What follows belongs to an exercise in optimizing a design on an open flow for small area; a production flow would make more cautious choices.
Function was checked by simulation only, so behaviour that the tests miss may differ from the original.
Power is estimated from default activity; no workload was simulated.

==> job 5963: inputs <==
==> flow/design.v <==
module pwm_detector #(
	parameter integer 	CLK_FREQUENCY_HZ = 100000000,
	parameter integer 	CNT_WIDTH = 32)		 
	(
	input 					clk,
	input 			 		reset,			 
	input 					pwm_signal,
	output reg	[CNT_WIDTH-1:0]	high_count,
	output reg	[CNT_WIDTH-1:0]	low_count);
	reg			[CNT_WIDTH-1:0]	cnt;		 
	reg			[CNT_WIDTH-1:0]	hold_h;		 
	reg 					prev_pwm;
	wire rise    = ~prev_pwm &  pwm_signal;
	wire fall    =  prev_pwm & ~pwm_signal;
	wire [CNT_WIDTH:0] carry;
	assign carry[0] = 1'b1;
	genvar i;
	generate
		for (i = 0; i < CNT_WIDTH; i = i + 1) begin : g_carry
			assign carry[i+1] = carry[i] & cnt[i];
		end
	endgenerate
	wire timeout = ~prev_pwm & ~pwm_signal & carry[20] & ~|cnt[CNT_WIDTH-1:20];
	wire restart = reset | rise | fall;
	wire [CNT_WIDTH-1:0] cnt_inc = cnt ^ carry[CNT_WIDTH-1:0];
	wire [CNT_WIDTH-1:0] cnt_d = {cnt_inc[CNT_WIDTH-1:1] & {(CNT_WIDTH-1){~restart}},
	                              ~reset & (restart | cnt_inc[0])};
	wire h_load = ~reset & fall;
	wire h_keep = ~reset & ~fall;
	wire [CNT_WIDTH-1:0] hold_d = (cnt & {CNT_WIDTH{h_load}}) | (hold_h & {CNT_WIDTH{h_keep}});
	wire o_load = ~reset & rise;
	wire o_keep = ~reset & ~rise & ~timeout;
	wire [CNT_WIDTH-1:0] high_d = (hold_h & {CNT_WIDTH{o_load}}) | (high_count & {CNT_WIDTH{o_keep}});
	wire [CNT_WIDTH-1:0] low_d  = (cnt    & {CNT_WIDTH{o_load}}) | (low_count  & {CNT_WIDTH{o_keep}});
	always @(posedge clk) begin
		prev_pwm   <= ~reset & pwm_signal;
		cnt        <= cnt_d;
		hold_h     <= hold_d;
		high_count <= high_d;
		low_count  <= low_d;
	end
endmodule
module pwm_detect_rgb (
    input               clk,             
    input               reset,           
    input               pwm_r,           
    input               pwm_g,           
    input               pwm_b,           
    output [23:0]       high_count_r,
    output [23:0]       low_count_r,
    output [23:0]       high_count_g,
    output [23:0]       low_count_g,
    output [23:0]       high_count_b,
    output [23:0]       low_count_b
);
pwm_detector #(.CNT_WIDTH(24)) r_duty_cycle (
    .clk(clk),
    .reset(reset),
    .pwm_signal(pwm_r),
    .high_count(high_count_r),
    .low_count(low_count_r)
    );
pwm_detector #(.CNT_WIDTH(24)) g_duty_cycle (
    .clk(clk),
    .reset(reset),
    .pwm_signal(pwm_g),
    .high_count(high_count_g),
    .low_count(low_count_g)
    );
pwm_detector #(.CNT_WIDTH(24)) b_duty_cycle (
    .clk(clk),
    .reset(reset),
    .pwm_signal(pwm_b),
    .high_count(high_count_b),
    .low_count(low_count_b)
    );
endmodule
==> flow/run.sh <==
#!/bin/bash
# synth_recipe.tcl (not shown) runs the flow's synth.tcl, then flattens the netlist and writes it again
# the make line also repeats each setting of config.mk as NAME=value (left out here)
make -C /OpenROAD-flow-scripts/flow DESIGN_CONFIG=/design/flow/config.mk WORK_HOME=/design/flow/orfs CLKGATE_MAP_FILE= SYNTH_SCRIPT=/design/flow/synth_recipe.tcl finish
==> flow/config.mk <==
export PLATFORM = sky130hd
export DESIGN_NAME = pwm_detect_rgb
export DESIGN_NICKNAME = pwm_detect_rgb
export VERILOG_FILES = /design/flow/design.v
export SDC_FILE = /design/flow/constraint.sdc
export NUM_CORES = 4
export LEC_CHECK = 0
export CAP_MARGIN = 20
export CORE_MARGIN = 2
export CORE_UTILIZATION = 40
export SLEW_MARGIN = 20
==> flow/constraint.sdc <==
create_clock -name core_clock -period 5.0 [get_ports {clk}]
set_input_delay 1.0000 -clock core_clock [delete_from_list [all_inputs] [get_ports {clk}]]
set_output_delay 1.0000 -clock core_clock [all_outputs]
set_load 0.01 [all_outputs]
==> inputs of job 8441, as changes to job 5963 <==
--- a/flow/design.v
+++ b/flow/design.v
@@ -20,7 +20,7 @@
 			assign carry[i+1] = carry[i] & cnt[i];
 		end
 	endgenerate
-	wire timeout = ~prev_pwm & ~pwm_signal & carry[20] & ~|cnt[CNT_WIDTH-1:20];
+	wire timeout = ~prev_pwm & ~pwm_signal & carry[8] & (&cnt[19:8]) & ~|cnt[CNT_WIDTH-1:20];	 
 	wire restart = reset | rise | fall;
 	wire [CNT_WIDTH-1:0] cnt_inc = cnt ^ carry[CNT_WIDTH-1:0];
 	wire [CNT_WIDTH-1:0] cnt_d = {cnt_inc[CNT_WIDTH-1:1] & {(CNT_WIDTH-1){~restart}},
==> flow/flow/run.sh (new file) <==
#!/bin/bash
# The standard layout (standard.sh) with these changes:
#  - after the standard synthesis, flow/remap.py rewrites each running-timer
#    bit's half adder + and2 as and2 + nor2 + nor3 (same function, less area;
#    registers untouched), and the netlist is read into OpenROAD again;
#  - the port buffers are buf_1 cells;
#  - the clock tree is built from clkbuf_4 cells driving clusters of up to 11
#    flip-flops, without dummy loads.
# Each step's full output goes to a log file of its own in this folder.
set -euo pipefail
export BUFFER_PORTS_ARGS="-buffer_cell sky130_fd_sc_hd__buf_1"
export CTS_ARGS="-buf_list sky130_fd_sc_hd__clkbuf_4 -sink_clustering_enable -sink_clustering_size 11 -sink_clustering_max_diameter 50 -dont_use_dummy_load -repair_clock_nets"
R=orfs/results/sky130hd/pwm_detect_rgb/base
bash standard.sh synth > synth.log 2>&1
python3 flow/remap.py $R/1_2_yosys.v > remap.log 2>&1
rm -f $R/1_synth.odb $R/1_synth.sdc
bash standard.sh synth > synth_odb.log 2>&1
bash standard.sh > standard.log 2>&1
==> flow/flow/remap.py (new file) <==
#!/usr/bin/env python3
"""Remap the running timers' increment logic in the synthesized netlist.

Yosys maps each timer bit i (1..22) to a half adder (sum = cnt[i] ^ carry,
cout = cnt[i] & carry) and an and2 that clears the sum on a restart:
    d = sum & ~restart.
This rewrites each such pair as
    cout = and2(cnt[i], carry)
    t    = nor2(cnt[i], carry)
    d    = nor3(restart, cout, t)
which is the same function (cnt[i] ^ carry == (cnt[i] | carry) & ~cout) in
less area. restart is taken from the and2's other input (looking through buffers)
through one inverter per distinct net. Registers are not touched.

usage: remap.py NETLIST.v   (rewritten in place; a copy is kept as .orig)
"""
import re, sys, shutil

path = sys.argv[1]
src = open(path).read()
shutil.copy(path, path + '.orig')

inst_re = re.compile(r'^(\s*)(sky130_fd_sc_hd__\w+)\s+(\S+)\s*\((.*?)\);\n', re.S | re.M)
pin_re = re.compile(r'\.(\w+)\(\s*(.*?)\s*\)(?=\s*[,)]|\s*$)', re.S)

insts = []
for m in inst_re.finditer(src):
    pins = {p: n.strip() for p, n in pin_re.findall(m.group(4))}
    insts.append(dict(start=m.start(), end=m.end(), indent=m.group(1), cell=m.group(2),
                      name=m.group(3), pins=pins))

OUT = {'X', 'Y', 'Q', 'Q_N', 'SUM', 'COUT', 'HI', 'LO'}
loads = {}
for i in insts:
    for p, n in i['pins'].items():
        if p not in OUT:
            loads.setdefault(n, []).append((i, p))

# the module's output ports and assigns also count as loads
def extra_uses(net):
    body = inst_re.sub('', src)
    pat = re.escape(net)
    return len(re.findall(r'(?<![\w\\$.])' + pat + r'(?![\w\[])', body))

BUFS = ('sky130_fd_sc_hd__buf_', 'sky130_fd_sc_hd__clkbuf_')
driver = {}
for i in insts:
    for p, n in i['pins'].items():
        if p in OUT:
            driver[n] = i

repl = {}          # start offset -> (end, new text)
inv_for = {}       # restart_n net -> inverted net
new_wires = []
count = 0
for h in insts:
    if h['cell'] != 'sky130_fd_sc_hd__ha_1':
        continue
    s = h['pins'].get('SUM'); c = h['pins'].get('COUT')
    a = h['pins'].get('A'); b = h['pins'].get('B')
    if not (s and c and a and b):
        continue
    ls = loads.get(s, [])
    if len(ls) != 1:
        continue
    g, gp = ls[0]
    if g['cell'] != 'sky130_fd_sc_hd__and2_1' or gp not in ('A', 'B'):
        continue
    if extra_uses(s) != 1:          # only its declaration may remain
        continue
    rn = g['pins']['B' if gp == 'A' else 'A']
    # look through yosys/abc buffers to the net they copy, so that each
    # restart gets one inverter
    while rn in driver and driver[rn]['cell'].startswith(BUFS):
        rn = driver[rn]['pins']['A']
    d = g['pins']['X']
    if rn not in inv_for:
        k = len(inv_for)
        inv_for[rn] = 'remap_restart_%d' % k
        new_wires.append(inv_for[rn])
    r = inv_for[rn]
    t = 'remap_t_%d' % count
    new_wires.append(t)
    ind = h['indent']
    repl[h['start']] = (h['end'],
        f"{ind}sky130_fd_sc_hd__and2_1 remap_c_{count} (\n{ind}  .A({a} ),\n{ind}  .B({b} ),\n{ind}  .X({c} )\n{ind});\n"
        f"{ind}sky130_fd_sc_hd__nor2_1 remap_n_{count} (\n{ind}  .A({a} ),\n{ind}  .B({b} ),\n{ind}  .Y({t})\n{ind});\n")
    repl[g['start']] = (g['end'],
        f"{ind}sky130_fd_sc_hd__nor3_1 remap_d_{count} (\n{ind}  .A({r}),\n{ind}  .B({c} ),\n{ind}  .C({t}),\n{ind}  .Y({d} )\n{ind});\n")
    count += 1

out = []
pos = 0
for st in sorted(repl):
    en, txt = repl[st]
    out.append(src[pos:st]); out.append(txt); pos = en
out.append(src[pos:])
res = ''.join(out)
k = 0
for rn, r in inv_for.items():
    res = res.replace('endmodule', f"  sky130_fd_sc_hd__inv_1 remap_i_{k} (\n    .A({rn} ),\n    .Y({r})\n  );\nendmodule", 1)
    k += 1
decl = ''.join(f"  wire {w};\n" for w in new_wires)
# declare the new wires right after the module header
mh = re.search(r'module\s+\w+\s*\(.*?\);\n', res, re.S)
res = res[:mh.end()] + decl + res[mh.end():]
open(path, 'w').write(res)
print(f"remapped {count} timer bits, {len(inv_for)} restart inverters")
==> flow/standard.sh (new file) <==
#!/bin/bash
# synth_recipe.tcl (not shown) runs the flow's synth.tcl, then flattens the netlist and writes it again
# the make line also repeats each setting of config.mk as NAME=value (left out here)
make -C /OpenROAD-flow-scripts/flow DESIGN_CONFIG=/design/flow/config.mk WORK_HOME=/design/flow/orfs CLKGATE_MAP_FILE= SYNTH_SCRIPT=/design/flow/synth_recipe.tcl "${@:-finish}"
Settings changed: CAP_MARGIN 20 to 10, CORE_UTILIZATION 40 to 72, SLEW_MARGIN 20 to 10.
removed: flow/run.sh
==> inputs of job 9468, as changes to job 5963 <==
==> flow/design.v (replaced) <==
module pwm_detector #(
	parameter integer 	CLK_FREQUENCY_HZ = 100000000,
	parameter integer 	CNT_WIDTH = 32)		 
	(				
	input 					clk,			 
	input 			 		reset,			 
	input 					pwm_signal,			 
	output reg	[CNT_WIDTH-1:0]	high_count,		 
	output reg	[CNT_WIDTH-1:0]	low_count);		 
	reg			[CNT_WIDTH-1:0]	hcount,lcount;			 
	reg 					prev_pwm; 		 
	always@(posedge clk) begin
		if (reset) begin					 
			lcount <= {CNT_WIDTH{1'b0}};
			hcount <= {CNT_WIDTH{1'b0}};					 
			high_count <= {CNT_WIDTH{1'b0}};			 
			low_count <= {CNT_WIDTH{1'b0}};				 
			prev_pwm <= 1'b0;				 
		end
		else 
		begin
		    if (prev_pwm && pwm_signal) begin 		 
				hcount <= hcount + 1; 		 
			end  
			else if(prev_pwm == 0 && pwm_signal == 0)
			begin
			     lcount <= lcount + 1;
			     if(lcount == 20'hFFFFF)
			     begin
			         low_count <= {CNT_WIDTH{1'b0}};
			         high_count <= {CNT_WIDTH{1'b0}};
			     end
			end
			else if (prev_pwm == 0 && pwm_signal == 1)
			begin
			     high_count <= hcount;
			     low_count <= lcount;
			     hcount <= 1;
			end
			else if (prev_pwm == 1 && pwm_signal == 0)
			begin
			     lcount <= 1;
			end
		     prev_pwm <= pwm_signal;
		end
	end
endmodule
module pwm_detect_rgb (
    input               clk,             
    input               reset,           
    input               pwm_r,           
    input               pwm_g,           
    input               pwm_b,           
    output [23:0]       high_count_r,
    output [23:0]       low_count_r,
    output [23:0]       high_count_g,
    output [23:0]       low_count_g,
    output [23:0]       high_count_b,
    output [23:0]       low_count_b
);
pwm_detector #(.CNT_WIDTH(24)) r_duty_cycle (
    .clk(clk),
    .reset(reset),
    .pwm_signal(pwm_r),
    .high_count(high_count_r),
    .low_count(low_count_r)
    );
pwm_detector #(.CNT_WIDTH(24)) g_duty_cycle (
    .clk(clk),
    .reset(reset),
    .pwm_signal(pwm_g),
    .high_count(high_count_g),
    .low_count(low_count_g)
    );
pwm_detector #(.CNT_WIDTH(24)) b_duty_cycle (
    .clk(clk),
    .reset(reset),
    .pwm_signal(pwm_b),
    .high_count(high_count_b),
    .low_count(low_count_b)
    );
endmodule
==> run notes <==
item                                                        job 9468     job 8441     job 5963
Outcome                             no timing/DRC/antenna violations  no timing/DRC/antenna violations  no timing/DRC/antenna violations
Synth Area in Adders                                        0.006605            -      0.08540
Net switching power                                         1.039 mW    0.7637 mW    0.9990 mW
Row Count                                                         61           41           56
Min Hold Slack                                             0.4723 ns    0.4728 ns    0.4494 ns
Sw Share                                                      0.2183       0.2254       0.2129
Chip Height                                                 172.6 um     117.7 um     159.5 um
Synthesized netlist net count                                  1,195          817          814
Clock buffer count from CTS                                       31           30           30
Width of the die                                            172.6 um     117.7 um     159.5 um
Die area                                                 29,780 um^2  13,850 um^2  25,430 um^2
Post-route met1 wirelength                                 13,440 um      9113 um      9874 um
Proportion of synthesized chip area in sequential cells       0.5125            -       0.6025
Worst slew margin relative to its limit                       0.3129       0.2698       0.4280
Cell Int Power                                              3.721 mW     2.624 mW     3.694 mW
Area overhead of the layout relative to synthesis             23.87%       9.978%       29.77%
Share of the synthesized area in the top cell type            0.5125            -       0.6025
Met1 Resource Use GR                                          0.2534       0.4065       0.2131
Area leader, netlist                                         dfxtp_1            -      dfxtp_1
Most used cell, CP                                                 -       and2_1         ha_1
RSZ-0062 raised after global routing                           false            -        false

static timing again, ports no longer ideal:
No port has a modelled driver above. Below, the same layouts with a new extraction and two added sets of constraints.
Step 1 (the two cells are an assumption about what drives the block):
set clk [get_ports {clk}]
set_driving_cell -lib_cell sky130_fd_sc_hd__clkbuf_16 $clk
set_driving_cell -lib_cell sky130_fd_sc_hd__buf_2 [delete_from_list [all_inputs] $clk]
Step 2 times the ports against the registers' clock, not the clock port: input delays grow and output delays shrink by t, the midpoint of the rising clock arrivals with the driver on.
Three values: ideal, step 1, step 2; two values: the first two.
run | t (ns) | setup WS [ns] | hold WS [ns] | slew at the worst register clock pin (ns)
job 5963 | 0.587 | 0.224 / 0.224 / 0.224 | 0.449 / 0.449 / 0.449 | 0.06 / 0.06
job 8441 | 0.672 | 0.248 / 0.247 / 0.247 | 0.473 / 0.473 / 0.473 | 0.12 / 0.12
job 9468 | 0.587 | 1.887 / 1.905 / 1.318 | 0.472 / 0.472 / 0.472 | 0.06 / 0.06
After both steps setup and hold are still met in every run listed. For job 9468, which loses most, drivers alone change the setup slack by +0.018 ns; drivers and shift together by -0.569 ns.
